What follows belongs to an exercise in optimizing a design on an open flow for small area, a short achievable clock period and few clock cycles per item; a production flow would make more cautious choices. Where RTL was checked, it was by simulation tests only, not by an equivalence proof against the original. No activity file was given, so power comes from the tool's default toggle rates.

== willow ==
==> flow/design.v (excerpt) <==
module multiplier_1(
    input clk,
    input res_n,
    input start,
    output reg done,
    input [15:0] arg1,
    input [15:0] arg2,
    output reg [31:0] product
    );
Size in the first run: roughly 68 I/O pins, ~6100 µm² of cells after synthesis.
Settings: LEC_CHECK=0, CAP_MARGIN=20, CORE_MARGIN=2, CORE_UTILIZATION=65, PLACE_DENSITY=0.8, SETUP_SLACK_MARGIN=1.3, SLEW_MARGIN=20, SYNTH_HIERARCHICAL=1; clock period 5.0 ns.
standard.sh (not shown) runs the stock make flow with config.mk's settings and CLKGATE_MAP_FILE= SYNTH_SCRIPT=/design/flow/synth_recipe.tcl, a recipe that flattens the netlist after the stock synthesis.
==> flow/flow/run.sh <==
#!/bin/bash
# The standard layout, with every port buffered by the smallest buffer
# (sky130_fd_sc_hd__buf_1) and a leaner clock tree.
set -euo pipefail
bash standard.sh BUFFER_PORTS_ARGS="-buffer_cell sky130_fd_sc_hd__buf_1" CTS_ARGS="-sink_clustering_enable -repair_clock_nets -dont_use_dummy_load -buf_list sky130_fd_sc_hd__clkbuf_4 -sink_clustering_size 10" > standard.log 2>&1
willow finished end to end and its layout was clean on timing, DRC and antenna.
Testbench counts of willow, summed over its fixed seeds: cycles 568, items 192.
Edits applied to the flow inputs when going from willow to raven:
diff --git a/flow/config.mk b/flow/config.mk
--- a/flow/config.mk
+++ b/flow/config.mk
@@ -8,6 +8,6 @@
 export CAP_MARGIN = 20
 export CORE_MARGIN = 2
-export CORE_UTILIZATION = 65
-export PLACE_DENSITY = 0.8
+export CORE_UTILIZATION = 45
+export PLACE_DENSITY = 0.65
 export SETUP_SLACK_MARGIN = 1.3
 export SLEW_MARGIN = 20
==> comparison <==
Going from willow to raven, met2 layer usage reported by global route decreased by 16 points relative to the old numbers; portion of total power attributed to combinational logic saw an increase; total power grew by about 6%; instance area at placement saw an increase. On clock-cell share of area, raven tracks willow almost exactly. Higher first-iteration detailed-routing DRC count among willow and raven: willow. Compared with willow, raven improves detailed-route via count. For raven, the startpoint of the worst setup timing path was arg2[8], unlike willow, where it was LS[1]$_DFFE_PN_. A type of the setup path with the least slack of in2reg is what raven shows, while reg2out belongs to willow. The net switching power figure reported for raven is greater than that of willow by about 4%.
### raven -> fjord
diff --git a/flow/config.mk b/flow/config.mk
--- a/flow/config.mk
+++ b/flow/config.mk
@@ -8,6 +8,6 @@
 export CAP_MARGIN = 20
 export CORE_MARGIN = 2
-export CORE_UTILIZATION = 45
-export PLACE_DENSITY = 0.65
+export CORE_UTILIZATION = 55
+export PLACE_DENSITY = 0.75
 export SETUP_SLACK_MARGIN = 1.3
 export SLEW_MARGIN = 20
[summary]
Core util | fjord vs raven | fjord higher. On worst endpoint data arrival time: between raven and fjord, it ends up lower for fjord. Final routed wirelength across all metal layers in fjord vs raven: down about 3%. The higher met1 capacity usage during global routing of raven and fjord is in fjord. Taking raven as the reference, in fjord buffer share of cell area down 0.78 points, post-route total power now sits lower.
Input changes introduced in quartz (baseline for comparison: fjord):
==> flow/flow/run.sh <==
#!/bin/bash
# The standard layout, with every port buffered by the smallest buffer
# (sky130_fd_sc_hd__buf_1) and a leaner clock tree.
set -euo pipefail
bash standard.sh BUFFER_PORTS_ARGS="-buffer_cell sky130_fd_sc_hd__buf_1" CTS_ARGS="-sink_clustering_enable -repair_clock_nets -dont_use_dummy_load -buf_list sky130_fd_sc_hd__clkbuf_8" > standard.log 2>&1
diff --git a/flow/config.mk b/flow/config.mk
--- a/flow/config.mk
+++ b/flow/config.mk
@@ -10,5 +10,5 @@
 export CORE_UTILIZATION = 55
 export PLACE_DENSITY = 0.75
-export SETUP_SLACK_MARGIN = 1.3
+export SETUP_SLACK_MARGIN = 1.4
 export SLEW_MARGIN = 20
 export SYNTH_HIERARCHICAL = 1
Findings:
quartz finished every stage and its layout cleared the timing, design-rule and antenna checks. Delta (quartz minus fjord): depth of the most critical reg-to-reg path level; delay of the slowest cell on the worst path moved down; peak fanout along the critical path moved down; clock-cell share of area moved up; post-synthesis sequential element count level. The signed area change from the synthesized netlist to the final layout in quartz was higher than what fjord gave. Summary of quartz over fjord: setup slack grew by 0.053 ns, endpoint required time on the critical path down 1.15 ns.
#### Input delta (onyx over quartz)
==> flow/flow/run.sh <==
#!/bin/bash
# The standard layout, with every port buffered by the smallest buffer
# (sky130_fd_sc_hd__buf_1) and a leaner clock tree.
set -euo pipefail
bash standard.sh BUFFER_PORTS_ARGS="-buffer_cell sky130_fd_sc_hd__buf_1" CTS_ARGS="-sink_clustering_enable -repair_clock_nets -dont_use_dummy_load -buf_list sky130_fd_sc_hd__clkbuf_4 -sink_clustering_size 10" > standard.log 2>&1
Results
onyx vs. quartz: worst setup slack -0.049 ns; layout-stage area growth over the synthesis result higher.
Density: onyx denser than quartz
The total power consumption of the routed design in onyx sits about 1.5% above the value recorded for quartz.
Having completed the whole flow, quartz delivered a layout that passed the timing, design-rule and antenna checks.
onyx reached the final stage; the timing, design-rule and antenna checks on its layout passed.
Delta (onyx minus quartz): worst hold margin about even, clock skew rose 0.0080 ns, final area rose 36 µm².
#### Input delta (sierra over onyx)
==> flow/flow/run.sh <==
#!/bin/bash
# The standard layout, with every port buffered by the smallest buffer
# (sky130_fd_sc_hd__buf_1) and a leaner clock tree.
set -euo pipefail
bash standard.sh BUFFER_PORTS_ARGS="-buffer_cell sky130_fd_sc_hd__buf_1" CTS_ARGS="-sink_clustering_enable -repair_clock_nets -dont_use_dummy_load -buf_list sky130_fd_sc_hd__clkbuf_8" > standard.log 2>&1
diff --git a/flow/config.mk b/flow/config.mk
--- a/flow/config.mk
+++ b/flow/config.mk
@@ -10,5 +10,5 @@
 export CORE_UTILIZATION = 55
 export PLACE_DENSITY = 0.75
-export SETUP_SLACK_MARGIN = 1.4
+export SETUP_SLACK_MARGIN = 1.3
 export SLEW_MARGIN = 20
 export SYNTH_HIERARCHICAL = 1
Findings:
Between sierra and onyx, it is sierra whose area fraction of clock buffers and clock inverters is higher, by 0.88 points. Count of cell instances traversed by the critical path in sierra vs onyx: down 1. Per the comparison of sierra with onyx, total cell area at the placement stage stayed essentially flat, maximum vdd drop went up by 15 µV, worst hold slack went up, utilization of the core after routing decreased 1.3 points, core area closely matched the old numbers.

---

Another version of the RTL of multiplier_1 (not shown whole).
For scale: roughly 420 cells after synthesis, ~55 flip-flops, ~68 I/O pins, roughly 4700 um^2 of cells after synthesis.
Settings: LEC_CHECK=0, CAP_MARGIN=20, CORE_MARGIN=2, CORE_UTILIZATION=40, PLACE_DENSITY=0.6, SETUP_SLACK_MARGIN=1.6, SLEW_MARGIN=20; clock period 5.0 ns.
==> flow/flow/run.sh <==
#!/bin/bash
# The standard layout, with every port buffered by a small buffer
# (sky130_fd_sc_hd__buf_1) instead of the default choice.
set -euo pipefail
bash standard.sh BUFFER_PORTS_ARGS="-buffer_cell sky130_fd_sc_hd__buf_1" > standard.log 2>&1
Testbench counts at the start, summed over its fixed seeds: cycles 952, items 192.
Rerun with:
==> flow/flow/run.sh (replaced) <==
#!/bin/bash
# The standard layout, with every port buffered by the smallest buffer
# (sky130_fd_sc_hd__buf_1) and a leaner clock tree.
set -euo pipefail
bash standard.sh BUFFER_PORTS_ARGS="-buffer_cell sky130_fd_sc_hd__buf_1" CTS_ARGS="-sink_clustering_enable -repair_clock_nets -dont_use_dummy_load -buf_list sky130_fd_sc_hd__clkbuf_8" > standard.log 2>&1
Result: Via count is about the same; cell area drops by 0.56%; worst hold slack improved by 0.0076 ns; die area does not change; critical path depth stays the same; count of clock-buffer cells in the layout stays the same; setup slack degrades by 0.034 ns.

---

Setup of red:
Another version of the RTL of multiplier_1 (not shown whole).
## multiplier_1
module multiplier_1(
    input clk,
    input res_n,
    input start,
    output reg done,
    input [15:0] arg1,
    input [15:0] arg2,
    output reg [31:0] product
    );
clock: 5.0 ns
lec_check: 0
cap_margin: 20
core_margin: 2
core_utilization: 55
place_density: 0.75
setup_slack_margin: 1.6
slew_margin: 20
synth_hierarchical: 1
==> flow/flow/run.sh <==
#!/bin/bash
# The standard layout, with every port buffered by the smallest buffer
# (sky130_fd_sc_hd__buf_1) and a leaner clock tree.
set -euo pipefail
bash standard.sh BUFFER_PORTS_ARGS="-buffer_cell sky130_fd_sc_hd__buf_1" CTS_ARGS="-sink_clustering_enable -repair_clock_nets -dont_use_dummy_load -buf_list sky130_fd_sc_hd__clkbuf_8" > standard.log 2>&1
red completed; timing, DRC and antenna clean
Setup changes, red to blue
- a change of SETUP_SLACK_MARGIN from 1.6 to 1.3
==> comparison <==
- Against red, blue comes in about 2.2% lower on cell area after placement.
- Lower fraction of area in multi-input gates goes to red over blue.
- Against red, blue reports a worst hold slack across all endpoints that is higher.
- Of red and blue, the lower headroom to the max-slew limit belongs to red.
- Utilization (blue over red): decrease, 5.5 points
- | area added between synthesis and finish | blue vs red | 9.8 points lower |
- Delta (blue minus red): final cell count shrank by 4.9%, global-route usage grew by 0.50 points, post-detailed-routing wire length shrank by 4.0%.
The inputs of green differ from those of blue as listed below.
- a change of SETUP_SLACK_MARGIN from 1.3 to 1.4
### Flow results
The cell count after placement on green is in line with that on blue. green vs blue, clock power went up by about 1%. From blue to green the numbers moved as follows: overall global routing resource usage fell by 0.22 points; setup slack after layout neither gained nor lost much; worst hold margin went up 0.0062 ns. Per the comparison of green with blue, post-layout instance area shows an increase of about 1.1%, footprint of the flip-flops and latches now sits at about the same level.
Function was not checked in any run of this note: the RTL went through the layout flow alone.

---

multiplier_1, a different RTL version from the one above (not shown whole).
Size: ~580 cells after synthesis, about 58 flip-flops, ~68 I/O pins, ~6500 um^2 of cells after synthesis.
Settings: LEC_CHECK=0, CAP_MARGIN=0, CORE_MARGIN=2, CORE_UTILIZATION=55, PLACE_DENSITY=0.75, SETUP_SLACK_MARGIN=1.3, SLEW_MARGIN=0, SYNTH_HIERARCHICAL=1; clock period 5.0 ns.
Scripts as last shown in full above: flow/flow/run.sh
The first run finished with timing, DRC and antenna clean.
Testbench counts at the start, summed over its fixed seeds: cycles 568, items 192.
==> next run, changes <==
Settings changed: CAP_MARGIN 0 to 20, SLEW_MARGIN 0 to 20.
Via count stays flat.
Power barely changes.
Final cell count does not change.
Routed wire length stays flat.
Cell area stays flat.
Die area is unchanged.
Maximum frequency barely changes.
Worst setup slack gets better by 0.0037 ns.
Synthesized cell count is unchanged.
Combinational power is about the same.
Sequential cell count stays the same.
==> next run, changes <==
==> flow/flow/run.sh (replaced) <==
#!/bin/bash
# The standard layout, with every port buffered by the smallest buffer
# (sky130_fd_sc_hd__buf_1) and a leaner clock tree.
set -euo pipefail
bash standard.sh BUFFER_PORTS_ARGS="-buffer_cell sky130_fd_sc_hd__buf_1" CTS_ARGS="-sink_clustering_enable -repair_clock_nets -dont_use_dummy_load -buf_list sky130_fd_sc_hd__clkbuf_8 -sink_clustering_size 30 -sink_clustering_max_diameter 80" > standard.log 2>&1
=> Worst hold slack does not change. Die area is unchanged. Flip-flop and latch count does not change. Non-clock buffer count does not change. Critical path depth is unchanged.

---

multiplier_1, a different RTL version from the one above (not shown whole).
Size: about 580 cells after synthesis, ~58 flip-flops, about 68 I/O pins, ~0.0065 mm² of cells after synthesis.
// multiplier_1
module multiplier_1(
    input clk,
    input res_n,
    input start,
    output reg done,
    input [15:0] arg1,
    input [15:0] arg2,
    output reg [31:0] product
    );
    reg busy;                      
    reg [16:0] S, C;               
    reg [7:0] LS, LC;              
    reg [7:0] L;                   
    wire [24:0] hi = ~({S, LS} + {C, LC} + 1'b1);
    wire lc = hi[8] ^ S[0] ^ C[0];    
    wire [7:1] x = busy ? arg2[15:9] : arg2[7:1];
    wire [16:0] i0 = busy ? S : ~{1'b0, arg2[0] ? arg1 : 16'd0};
    wire [16:0] i1 = busy ? C : ~{arg2[8] ? arg1[8:0] : 9'd0, 8'd0};
    wire [6:0] e = ~(busy ? 7'd0 : arg2[8] ? arg1[15:9] : 7'd0);
    wire aci = ~(busy & lc);
    wire [15:0] pp1 = ~(x[1] ? arg1 : 16'd0);
    wire [15:0] pp2 = ~(x[2] ? arg1 : 16'd0);
    wire [15:0] pp3 = ~(x[3] ? arg1 : 16'd0);
    wire [15:0] pp4 = ~(x[4] ? arg1 : 16'd0);
    wire [15:0] pp5 = ~(x[5] ? arg1 : 16'd0);
    wire [15:0] pp6 = ~(x[6] ? arg1 : 16'd0);
    wire [15:0] pp7 = ~(x[7] ? arg1 : 16'd0);
    wire s1;
    wire c2;
    wire s3;
    wire c4;
    wire s5;
    wire c6;
    wire s7;
    wire c8;
    wire s9;
    wire c10;
    wire s11;
    wire c12;
    wire s13;
    wire c14;
    wire s15;
    wire c16;
    wire s17;
    wire c18;
    wire s19;
    wire c20;
    wire s21;
    wire c22;
    wire s23;
    wire c24;
  ...
export LEC_CHECK = 0
export CAP_MARGIN = 20
export CORE_MARGIN = 2
export CORE_UTILIZATION = 70
export PLACE_DENSITY = 0.85
export SETUP_SLACK_MARGIN = 1.3
export SLEW_MARGIN = 20
export SYNTH_HIERARCHICAL = 1
create_clock -name core_clock -period 5.0 [get_ports {clk}]
==> flow/flow/run.sh <==
#!/bin/bash
# The standard layout, with every port buffered by the smallest buffer
# (sky130_fd_sc_hd__buf_1) and a leaner clock tree.
set -euo pipefail
bash standard.sh BUFFER_PORTS_ARGS="-buffer_cell sky130_fd_sc_hd__buf_1" CTS_ARGS="-sink_clustering_enable -repair_clock_nets -dont_use_dummy_load -buf_list sky130_fd_sc_hd__clkbuf_8" > standard.log 2>&1
The first run ran to the end with no violations.
Testbench counts at the start, summed over its fixed seeds: cycles 568, items 192.
Then changed:
Settings changed: CORE_UTILIZATION 70 to 40, PLACE_DENSITY 0.85 to 0.6.
Area after synthesis does not change.
Clock power rose by a few percent.
Utilization is lower by 32 points.
Total power went down slightly.
Worst hold slack got worse by 0.032 ns.
Synthesized cell count is unchanged.
Register-to-register slack loses 0.03 ns.
Final cell count rose by about a fifth.
Then changed:
Settings changed: CORE_UTILIZATION 40 to 55, PLACE_DENSITY 0.6 to 0.75.
=> The changed run finished with timing, DRC and antenna clean; cell count fell by 8.9%; worst hold slack improved by 0.010 ns; worst setup slack gains 0.014 ns; clock skew decreases by 0.0050 ns; sequential power barely changes; utilization is higher by 17 points.
Then changed:
Settings changed: CORE_UTILIZATION 55 to 40, PLACE_DENSITY 0.75 to 0.6, SETUP_SLACK_MARGIN 1.3 to 1.5.
=> Area after synthesis is unchanged; die area grows by well over a third; design area climbs by roughly a tenth; worst hold slack stays flat; worst setup slack is better by 0.075 ns.

---

RTL: one of the versions met above, not the one the previous note started from.
Size: about 580 cells after synthesis, ~58 flip-flops, ~68 I/O pins, about 0.0065 mm^2 of cells after synthesis.
clock: 5.0 ns
lec_check: 0
cap_margin: 20
cell_pad_in_sites_detail_placement: 0
cell_pad_in_sites_global_placement: 0
core_margin: 2
core_utilization: 55
place_density: 0.75
setup_slack_margin: 1.3
slew_margin: 20
synth_hierarchical: 1
Scripts as last shown in full above: flow/flow/run.sh
Testbench counts at the start, summed over its fixed seeds: cycles 568, items 192.
Edit:
- CELL_PAD_IN_SITES_DETAIL_PLACEMENT: 0 -> unset
- CELL_PAD_IN_SITES_GLOBAL_PLACEMENT: 0 -> unset
- SETUP_SLACK_MARGIN: 1.3 -> 1.4
Critical path depth goes up by 1.
Synthesized cell count stays the same.
Setup slack is better by 0.034 ns.
Wire length increases by 5.1%.
First-iteration DRC count drops by about 10%.
Maximum frequency increases by about 0.9%.
Cell area rises by about 2.2%.
Edit:
- SETUP_SLACK_MARGIN: 1.4 -> 1.2
Effect: The changed run finished with timing, DRC and antenna clean; die area is unchanged; critical path depth goes down by 1; worst hold slack is worse by 0.0047 ns; global-route usage goes up by 0.63 points; setup slack is worse by 0.11 ns; clock power barely changes; area after synthesis is unchanged; synthesized cell count stays the same; power goes down by 6.2%; final area goes down by 3.1%.

## separate check: timing with driven ports
No port has a modelled driver above. Below, the same layouts with a new extraction and two added sets of constraints.
Step 1 sets driving cells, clkbuf_16 on the clock port and buf_2 on the other inputs (assumed; they add their load-dependent delay and slew).
Step 2 moves the port delays by t, midway between the first and last clock arrival at a register: inputs arrive t later, outputs are due t later. That takes back most of the time a late clock gives input paths.
Three values: ideal ports, drivers, drivers and shift; two values: the first two.
run | t (ns) | slack for setup (ns) | hold WS [ns] | latest minus earliest clock arrival (ns) | worst data-port slew with drivers (ns)
willow | 0.428 | 1.380 / 1.350 / 1.007 | 0.537 / 0.537 / 0.537 | 0.041 / 0.042 | 0.04
raven | 0.429 | 1.335 / 1.317 / 0.887 | 0.540 / 0.540 / 0.540 | 0.028 / 0.029 | 0.05
fjord | 0.420 | 1.388 / 1.360 / 1.001 | 0.553 / 0.553 / 0.553 | 0.035 / 0.035 | 0.04
quartz | 0.362 | 1.441 / 1.411 / 1.100 | 0.540 / 0.540 / 0.540 | 0.020 / 0.020 | 0.04
onyx | 0.430 | 1.392 / 1.360 / 1.034 | 0.538 / 0.538 / 0.538 | 0.028 / 0.028 | 0.04
sierra | 0.362 | 1.379 / 1.385 / 1.023 | 0.549 / 0.549 / 0.549 | 0.021 / 0.022 | 0.04
the first run of note 2 | 0.335 | 1.578 / 1.544 / 1.416 | 0.456 / 0.456 / 0.456 | 0.006 / 0.006 | 0.04
the second run of note 2 | 0.342 | 1.544 / 1.514 / 1.500 | 0.464 / 0.464 / 0.464 | 0.030 / 0.030 | 0.04
red | 0.374 | 1.235 / 1.204 / 1.199 | 0.503 / 0.503 / 0.503 | 0.013 / 0.013 | 0.05
blue | 0.360 | 1.245 / 1.209 / 1.003 | 0.516 / 0.516 / 0.516 | 0.032 / 0.032 | 0.03
green | 0.380 | 1.248 / 1.214 / 1.108 | 0.522 / 0.522 / 0.522 | 0.019 / 0.019 | 0.04
the first run of note 4 | 0.365 | 1.364 / 1.332 / 1.030 | 0.540 / 0.540 / 0.540 | 0.021 / 0.022 | 0.04
the second run of note 4 | 0.361 | 1.367 / 1.336 / 1.026 | 0.543 / 0.543 / 0.543 | 0.022 / 0.021 | 0.04
the third run of note 4 | 0.361 | 1.367 / 1.336 / 1.026 | 0.543 / 0.543 / 0.543 | 0.022 / 0.021 | 0.04
the first run of note 5 | 0.366 | 1.340 / 1.353 / 0.987 | 0.542 / 0.542 / 0.542 | 0.019 / 0.019 | 0.04
the second run of note 5 | 0.360 | 1.347 / 1.351 / 0.990 | 0.510 / 0.510 / 0.510 | 0.017 / 0.017 | 0.04
the third run of note 5 | 0.369 | 1.361 / 1.370 / 1.001 | 0.520 / 0.520 / 0.520 | 0.012 / 0.013 | 0.04
the fourth run of note 5 | 0.379 | 1.436 / 1.396 / 1.145 | 0.519 / 0.519 / 0.519 | 0.023 / 0.023 | 0.03
the first run of note 6 | 0.361 | 1.367 / 1.336 / 1.026 | 0.543 / 0.543 / 0.543 | 0.022 / 0.021 | 0.04
the second run of note 6 | 0.374 | 1.401 / 1.369 / 1.114 | 0.536 / 0.536 / 0.536 | 0.018 / 0.018 | 0.03
the third run of note 6 | 0.370 | 1.287 / 1.255 / 0.975 | 0.531 / 0.531 / 0.531 | 0.017 / 0.018 | 0.03
After both steps every run listed still meets setup and hold. For raven, which loses most, drivers alone change the setup slack by -0.018 ns; drivers and shift together by -0.448 ns.
